What follows belongs to an exercise in optimizing a design on an open flow for small area, a short achievable clock period and few clock cycles; a production flow would make more cautious choices. Only simulation tests tie the RTL to the original design; equivalence was not proved. No activity file was given, so power comes from the tool's default toggle rates.

File: design/flow/constraint.sdc
create_clock -name core_clock -period 5.0 [get_ports {i_clk}]
set_input_delay 1.0000 -clock core_clock [delete_from_list [all_inputs] [get_ports {i_clk}]]
set_output_delay 1.0000 -clock core_clock [all_outputs]
set_load 0.01 [all_outputs]
File: design/flow/design.v
module a23_multiply (
input                       i_clk,
input                       i_rst,           
input                       i_fetch_stall,
input       [31:0]          i_a_in,          
input       [31:0]          i_b_in,          
input       [1:0]           i_function,
input                       i_execute,
output      [31:0]          o_out,
output      [1:0]           o_flags,         
output reg                  o_done           
);
wire        enable;
wire        accumulate;
wire [33:0] multiplier;
wire [33:0] multiplier_bar;
wire [33:0] sum;
wire [33:0] sum34_b;
reg  [5:0]  count;
reg  [5:0]  count_nxt;
reg  [67:0] product;
reg  [67:0] product_nxt;
reg  [1:0]  flags_nxt;
wire [32:0] sum_acc1;            
assign enable         = i_function[0];
assign accumulate     = i_function[1];
assign multiplier     =  { 2'd0, i_a_in} ;
assign multiplier_bar = ~{ 2'd0, i_a_in} + 34'd1 ;
assign sum34_b        =  product[1:0] == 2'b01 ? multiplier     :
                         product[1:0] == 2'b10 ? multiplier_bar :
                                                 34'd0          ;
    assign sum =  product[67:34] + sum34_b;
    assign sum_acc1 = {1'd0, product[32:1]} + {1'd0, i_a_in};
always @*
    begin
    count_nxt           = count;
    product_nxt         = product;
    flags_nxt   = { product[32], product[32:1] == 32'd0 }; 
    if ( count == 6'd0 )
        product_nxt = {33'd0, 1'd0, i_b_in, 1'd0 } ;
    else if ( count <= 6'd33 )
        product_nxt = { sum[33], sum, product[33:1]} ;
    else if ( count == 6'd34 && accumulate )
        begin
        product_nxt         = { product[64:33], sum_acc1[31:0], 1'd0};  
        end
    if (count == 6'd0)   
        count_nxt   = enable ? 6'd1 : 6'd0;
    else if ((count == 6'd34 && !accumulate) ||   
             (count == 6'd35 &&  accumulate)  )   
        count_nxt   = 6'd0;
    else
        count_nxt   = count + 1'd1;
    end
always @ ( posedge i_clk )
    if ( i_rst )
        begin
        count           <= 6'd0;
        o_done          <= 1'd0;
        end
    else if ( !i_fetch_stall )
        begin
        count           <= i_execute ? count_nxt          : count;           
        product         <= i_execute ? product_nxt        : product;        
        o_done          <= i_execute ? count == 6'd31     : o_done;          
        end
assign o_out   = product[32:1]; 
assign o_flags = flags_nxt;
endmodule
module amber_mul (
input                       i_clk,
input                       i_rst,           
input                       i_start,
input                       i_accumulate,    
input       [31:0]          i_a,             
input       [31:0]          i_b,             
input       [31:0]          i_c,             
output                      o_ready,
output                      o_done,
output      [31:0]          o_result,
output      [1:0]           o_flags          
);
reg         busy;
reg         acc_q;
reg  [31:0] a_q;
reg  [31:0] c_q;
reg         done_d1;
reg         done_d2;
reg         done_d3;
wire        mult_done;
wire        take;
wire [31:0] mult_a;
wire [1:0]  mult_function;
assign take          = i_start && !busy;
assign o_ready       = !busy;
assign mult_a        = done_d2 ? c_q : a_q;
assign mult_function = busy ? { acc_q, 1'd0 } : { i_accumulate, take };
always @ ( posedge i_clk )
    if ( take )
        begin
        acc_q <= i_accumulate;
        a_q   <= i_a;
        c_q   <= i_c;
        end
always @ ( posedge i_clk )
    if ( i_rst )
        begin
        busy    <= 1'd0;
        done_d1 <= 1'd0;
        done_d2 <= 1'd0;
        done_d3 <= 1'd0;
        end
    else
        begin
        busy    <= take ? 1'd1 : ( o_done ? 1'd0 : busy );
        done_d1 <= mult_done;
        done_d2 <= done_d1;
        done_d3 <= done_d2 && acc_q;
        end
assign o_done = busy && ( acc_q ? done_d3 : done_d2 );
a23_multiply u_multiply (
    .i_clk          ( i_clk          ),
    .i_rst          ( i_rst          ),
    .i_fetch_stall  ( 1'd0           ),
    .i_a_in         ( mult_a         ),
    .i_b_in         ( i_b            ),
    .i_function     ( mult_function  ),
    .i_execute      ( 1'd1           ),
    .o_out          ( o_result       ),
    .o_flags        ( o_flags        ),
    .o_done         ( mult_done      )
);
endmodule
File: design/flow/run.sh
#!/bin/bash
# synth_recipe.tcl (not shown) runs the flow's synth.tcl, then flattens the netlist and writes it again
# the make line also repeats each setting of config.mk as NAME=value (left out here)
make -C /OpenROAD-flow-scripts/flow DESIGN_CONFIG=/design/flow/config.mk WORK_HOME=/design/flow/orfs CLKGATE_MAP_FILE= SYNTH_SCRIPT=/design/flow/synth_recipe.tcl finish
File: design/flow/config.mk
export PLATFORM = sky130hd
export DESIGN_NAME = amber_mul
export DESIGN_NICKNAME = amber_mul
export VERILOG_FILES = /design/flow/design.v
export SDC_FILE = /design/flow/constraint.sdc
export NUM_CORES = 4
export LEC_CHECK = 0
export CAP_MARGIN = 20
export CORE_MARGIN = 2
export CORE_UTILIZATION = 40
export PLACE_DENSITY = 0.6
export SLEW_MARGIN = 20
==> impl_metrics.prom <==
# TYPE chip_impl_metric gauge
chip_impl_metric{name="crit_buf_inv",unit=""} 0
chip_impl_info{name="cts-root-buf",value="sky130_fd_sc_hd__clkbuf_16"} 1
chip_impl_metric{name="floorplan.die.height",unit="µm"} 164
chip_impl_metric{name="final_max_slew_viol_count",unit=""} 0
chip_impl_info{name="tritoncts",value="yes"} 1
chip_impl_metric{name="critPathArrivalTime",unit="ns"} 4.92
chip_impl_info{name="critical_path.endpoint_type",value="flop"} 1
chip_impl_metric{name="vdd_drop_max",unit="V"} 0.000212
chip_impl_metric{name="final_number_of_setup_violating_endpoints",unit=""} 0
chip_impl_metric{name="synthCells",unit=""} 1020
chip_impl_metric{name="clock_tree.htree_level_count",unit=""} 4
chip_impl_metric{name="power_switching",unit="mW"} 1.32
chip_impl_info{name="hold_path.startpoint",value="done_d1"} 1
chip_impl_metric{name="die_w",unit="µm"} 164
chip_impl_metric{name="relSlewSlack",unit=""} 0.291
chip_impl_info{name="crit_path_cell_trace",value="mux2i_2 -> ha_2 -> o211ai_2 -> or4_4 -> nor2b_4 -> nand3_4 -> a2111oi_4 -> xnor2_1 -> o22ai_1 -> ha_2 -> a21oi_4 -> o21ai_1 -> o21ai_1 -> a211oi_2 -> o211a_1 -> o32a_1 -> xnor2_1 -> nor2_1"} 1
chip_impl_metric{name="insertedDiodeCount",unit=""} 0
chip_impl_metric{name="routed-via-count",unit=""} 8308
chip_impl_metric{name="ys.warnings.count",unit=""} 2
chip_impl_metric{name="post_synth_instance_area",unit="µm²"} 10200
chip_impl_metric{name="worst_hold_path.num_cells",unit=""} 1
chip_impl_info{name="regToRegStartpoint",value="done_d2"} 1
chip_impl_metric{name="fin_hold_ws",unit="ns"} 0.450
chip_impl_metric{name="setup_tns",unit="ns"} 0
chip_impl_metric{name="clkSlewWorstSetupHoldPaths",unit="ns"} 0.06
chip_impl_metric{name="grt_antenna_before_repair",unit=""} 0
chip_impl_metric{name="grt_pass1_wl",unit="µm"} 42300
chip_impl_metric{name="core.rowCount",unit=""} 58
chip_impl_metric{name="static-leakage-power",unit="nW"} 4.69
chip_impl_metric{name="layout.cell_area.non_filler",unit="µm²"} 12500
chip_impl_info{name="endpoint_with_the_worst_hold_slack",value="done_d2"} 1
chip_impl_metric{name="placed_cell_area",unit="µm²"} 11800
chip_impl_metric{name="globalRouteMet3Util",unit=""} 0.0371
chip_impl_metric{name="detailed_route_wire_length",unit="µm"} 27500
chip_impl_metric{name="wl_per_cell",unit="µm"} 18.6
chip_impl_metric{name="final_min_period_over_clock_period",unit=""} 0.955
chip_impl_metric{name="max_freq",unit="MHz"} 209
chip_impl_metric{name="floorplan.io_pins",unit=""} 136
chip_impl_metric{name="max_cap_viol_count",unit=""} 0
chip_impl_metric{name="worstMarginPinSlew",unit="ns"} 1.05
chip_impl_metric{name="seq_area_frac_synth",unit=""} 0.410
chip_impl_info{name="outcome",value="no timing/DRC/antenna violations"} 1
chip_impl_metric{name="report.final.hold_viol_count",unit=""} 0
chip_impl_metric{name="fin_crit",unit="ns"} 4.77
chip_impl_metric{name="drtIter0Drc",unit=""} 744
chip_impl_metric{name="initial_utilization",unit=""} 0.406
chip_impl_metric{name="power_frac_clock",unit=""} 0.316
chip_impl_metric{name="io_buffer_count",unit=""} 135
chip_impl_metric{name="area_growth",unit="%"} 22.5
chip_impl_info{name="grt_setup_unrepaired",value="no"} 1
chip_impl_metric{name="core_area",unit="µm²"} 25100
chip_impl_metric{name="first_global_vias",unit=""} 7989
chip_impl_metric{name="ff2ff_path_depth",unit=""} 18
chip_impl_metric{name="ant_nets",unit=""} 0
chip_impl_metric{name="worst_skew_pair.late_latency",unit="ns"} 0.43
chip_impl_metric{name="grt.overflow.total",unit=""} 0
chip_impl_metric{name="grt_util_all_layers",unit=""} 0.205
chip_impl_metric{name="share_seq_of_total_power",unit=""} 0.375
chip_impl_metric{name="die_area",unit="µm²"} 26800
chip_impl_info{name="worstHoldPathType",value="reg2reg"} 1
chip_impl_info{name="layout.cells.most_common",value="sky130_fd_sc_hd__clkdlybuf4s50_1"} 1
chip_impl_metric{name="path_max_fanout",unit=""} 11
chip_impl_info{name="worst_path_max_delay_cell",value="sky130_fd_sc_hd__or4_4"} 1
chip_impl_info{name="mostFrequentLayoutCells",value="135 x sky130_fd_sc_hd__clkdlybuf4s50_1, 132 x sky130_fd_sc_hd__edfxtp_1, 67 x sky130_fd_sc_hd__nor2_1, 67 x sky130_fd_sc_hd__ha_1, 61 x sky130_fd_sc_hd__o21ai_0"} 1
chip_impl_metric{name="worst_clock_skew",unit="ns"} 0.0107
chip_impl_info{name="dominantRegCellSynth",value="sky130_fd_sc_hd__edfxtp_1"} 1
chip_impl_info{name="cpLargestDelayFamily",value="compound AO/OA/AOI/OAI gates"} 1
chip_impl_metric{name="grt_max_degree",unit=""} 36
chip_impl_metric{name="numCtsBuffers",unit=""} 17
chip_impl_metric{name="half_perimeter_wire_length_of_the_detailed_placement_result",unit="µm"} 20600
chip_impl_metric{name="synth.ff_latch_count",unit=""} 143
chip_impl_info{name="worstSetupStartpointType",value="flop"} 1
chip_impl_metric{name="critical_path_depth",unit=""} 18
chip_impl_metric{name="finalWeightedCongestion",unit=""} 0.908
chip_impl_metric{name="ctsLongestPathBuffers",unit=""} 2
chip_impl_metric{name="layout_cells_sized_above_1",unit=""} 0.0881
chip_impl_metric{name="power_report.internal_total",unit="mW"} 2.79
chip_impl_info{name="crit-reg2reg-capture",value="u_multiply.product[66]"} 1
chip_impl_metric{name="number_of_distinct_standard_cells_referenced_by_the_synthesized_netlist",unit=""} 74
chip_impl_metric{name="vias_per_cell",unit=""} 5.62
chip_impl_metric{name="global_routing_met1_resource_utilization",unit=""} 0.297
chip_impl_metric{name="tritonroute_pass_1_iters",unit=""} 5
chip_impl_metric{name="number_of_enable_flip_flop_cells_after_synthesis",unit=""} 132
chip_impl_metric{name="post-route-drc-count",unit=""} 0
chip_impl_metric{name="power.density_cell_area",unit="nW/µm²"} 329
chip_impl_metric{name="async_set_or_reset_register_ratio_after_synthesis",unit=""} 0
chip_impl_metric{name="rrSetupSlack",unit="ns"} 0.23
chip_impl_metric{name="switching_share",unit=""} 0.322
chip_impl_info{name="grt.busiest_layer",value="met2"} 1
chip_impl_info{name="path_class",value="reg2reg"} 1
chip_impl_metric{name="combPwrFrac",unit=""} 0.309
chip_impl_metric{name="globalRouteMet2Util",unit=""} 0.318
chip_impl_metric{name="finalNetCount",unit=""} 1305
chip_impl_metric{name="cts_sinks",unit=""} 143
chip_impl_metric{name="worst-endpoint-required",unit="ns"} 5.15
chip_impl_metric{name="synth.net_count",unit=""} 1191
chip_impl_metric{name="synth_area_per_cell",unit="µm²"} 10.0
chip_impl_metric{name="critical_path.max_stage_delay",unit="ns"} 0.60
[Yosys cell counts (12+ instances only)]
cell type                  number  area (µm²)
sky130_fd_sc_hd__nand3_1       22         110
sky130_fd_sc_hd__nand2b_1      17         106
sky130_fd_sc_hd__a21o_1        30         225
sky130_fd_sc_hd__buf_4         33         248
sky130_fd_sc_hd__xor2_1        27         236
sky130_fd_sc_hd__nor2_1        70         263
sky130_fd_sc_hd__nor2b_1       14        87.6
sky130_fd_sc_hd__a22oi_1       24         180
sky130_fd_sc_hd__nor3_1        33         165
sky130_fd_sc_hd__ha_1          69         863
sky130_fd_sc_hd__o21a_1        12        90.1
sky130_fd_sc_hd__nand2_1       48         180
sky130_fd_sc_hd__mux2i_1       29         290
sky130_fd_sc_hd__edfxtp_1     132        3960
sky130_fd_sc_hd__o22ai_1       26         163
sky130_fd_sc_hd__nand4_1       12        75.1
sky130_fd_sc_hd__inv_1         47         176
sky130_fd_sc_hd__o21ai_0       65         325
sky130_fd_sc_hd__a21oi_1       63         315
sky130_fd_sc_hd__clkbuf_1      26        97.6
sky130_fd_sc_hd__xnor2_1       50         438
[power groups by stage]
stage                     sequential [mW]  clock (mW)  combinational (mW)
final                                1.54        1.30                1.27
after global routing                 1.55        1.38                1.41
after CTS                            1.54        1.33                1.25
after detailed placement             1.57           0                1.25
after global placement               1.57           0                1.24
after floorplan                      1.53           0               0.915
[worst reg2reg max path: cells and delay by family, from the launching register on]
kind / cells / cell delay [ns]
DFF: 1 / 0.44
muxes: 1 / 0.30
adders and majority gates: 2 / 0.68
xor gates and xnor gates: 2 / 0.26
AOI/OAI and AO/OA: 9 / 1.85
and+or+nand+nor: 4 / 0.98
[how the worst max path moves through the flow]
stage	to	slack (ns)	start
4_1_cts	u_multiply.product[66]	0.12	done_d2
6_report	u_multiply.product[66]	0.23	done_d2
3_5_place_dp	u_multiply.product[66]	0.15	done_d2
2_1_floorplan	u_multiply.product[66]	-0.09	done_d2
5_1_grt	u_multiply.product[64]	0.001	done_d2
3_3_place_gp	u_multiply.product[66]	0.23	done_d2
[registers in the layout, indices dropped and copies added (netlist names)]
name	flops
u_multiply.count	6
done_d1	1
busy	1
u_multiply.product	67
a_q	32
acc_q	1
done_d3	1
c_q	32
u_multiply.o_done	1
done_d2	1
[stage by stage]
| step | utilization | worst slack (ns) | total power [mW] | instances |
|---|---|---|---|---|
| CTS | 0.494 | 0.124 | 4.12 | 1471 |
| global placement | 0.470 | 0.232 | 2.81 | 1439 |
| floorplan | - | -0.0891 | 2.45 | 1020 |
| detailed placement | 0.470 | 0.149 | 2.82 | 1439 |
| global route | 0.498 | 0.00107 | 4.34 | 1477 |
| finish | 0.498 | 0.226 | 4.12 | 1477 |
[layout make-up]
| cell class | instances | area, µm² |
|---|---|---|
| clock inverter | 9 | 62.6 |
| clock buffer | 23 | 543 |
| multi-input combinational | 763 | 5530 |
| inverter | 47 | 176 |
| tap | 330 | 413 |
| timing repair buffer | 162 | 1590 |
| fill | 2361 | 12600 |
| sequential | 143 | 4190 |
[cell families after synthesis]
kind of cell             after synthesis  share of synthesized area
flip-flops                           143                      0.410
XOR/XNOR                              77                     0.0661
adder cells (fa/ha/maj)               71                     0.0885
AO/OA/AOI/OAI                        300                      0.195
multiplexers                          39                     0.0419
AND/OR/NAND/NOR                      276                      0.141
buffers and inverters                114                     0.0574
[timing repair]
item / 4_1_cts / 5_1_grt
setup buffers: 0 / 5
setup endpoints to repair: 0 / 5
hold buffers: 0 / 0
resized for setup: 0 / 7
endpoints found under the hold margin: 0 / 0
[metal layers]
metal  wire length [µm]  share of wire
met4                245         0.0089
met3               1700          0.062
met2              12200           0.44
met5                  0              0
met1              13300           0.49
Testbench counts, summed over its fixed seeds: cycles 113,566.

## afterwards: timing with drivers on the ports
How much do the figures lean on ideal ports? The routed layout below was timed once more, with nothing changed but the port constraints.
Step 1, drivers: a clkbuf_16 drives i_clk and a buf_2 each remaining input, both assumed.
Step 2 also shifts input and output timing later by t, the mid clock arrival at the registers, as if the neighbouring blocks saw the same clock.
Slacks: ideal ports / drivers / drivers and shift; pairs: ideal ports / drivers.
t, ns: 0.468
slack for setup (ns): 0.226 / 0.226 / 0.226
worst hold slack (ns): 0.450 / 0.450 / 0.450
worst slew at a driven data input, ns: 0.05
pins driven straight from the clock port: 1
After both steps this run still meets setup and hold. For this run, drivers alone change the setup slack by 0.000 ns; drivers and shift together by 0.000 ns.
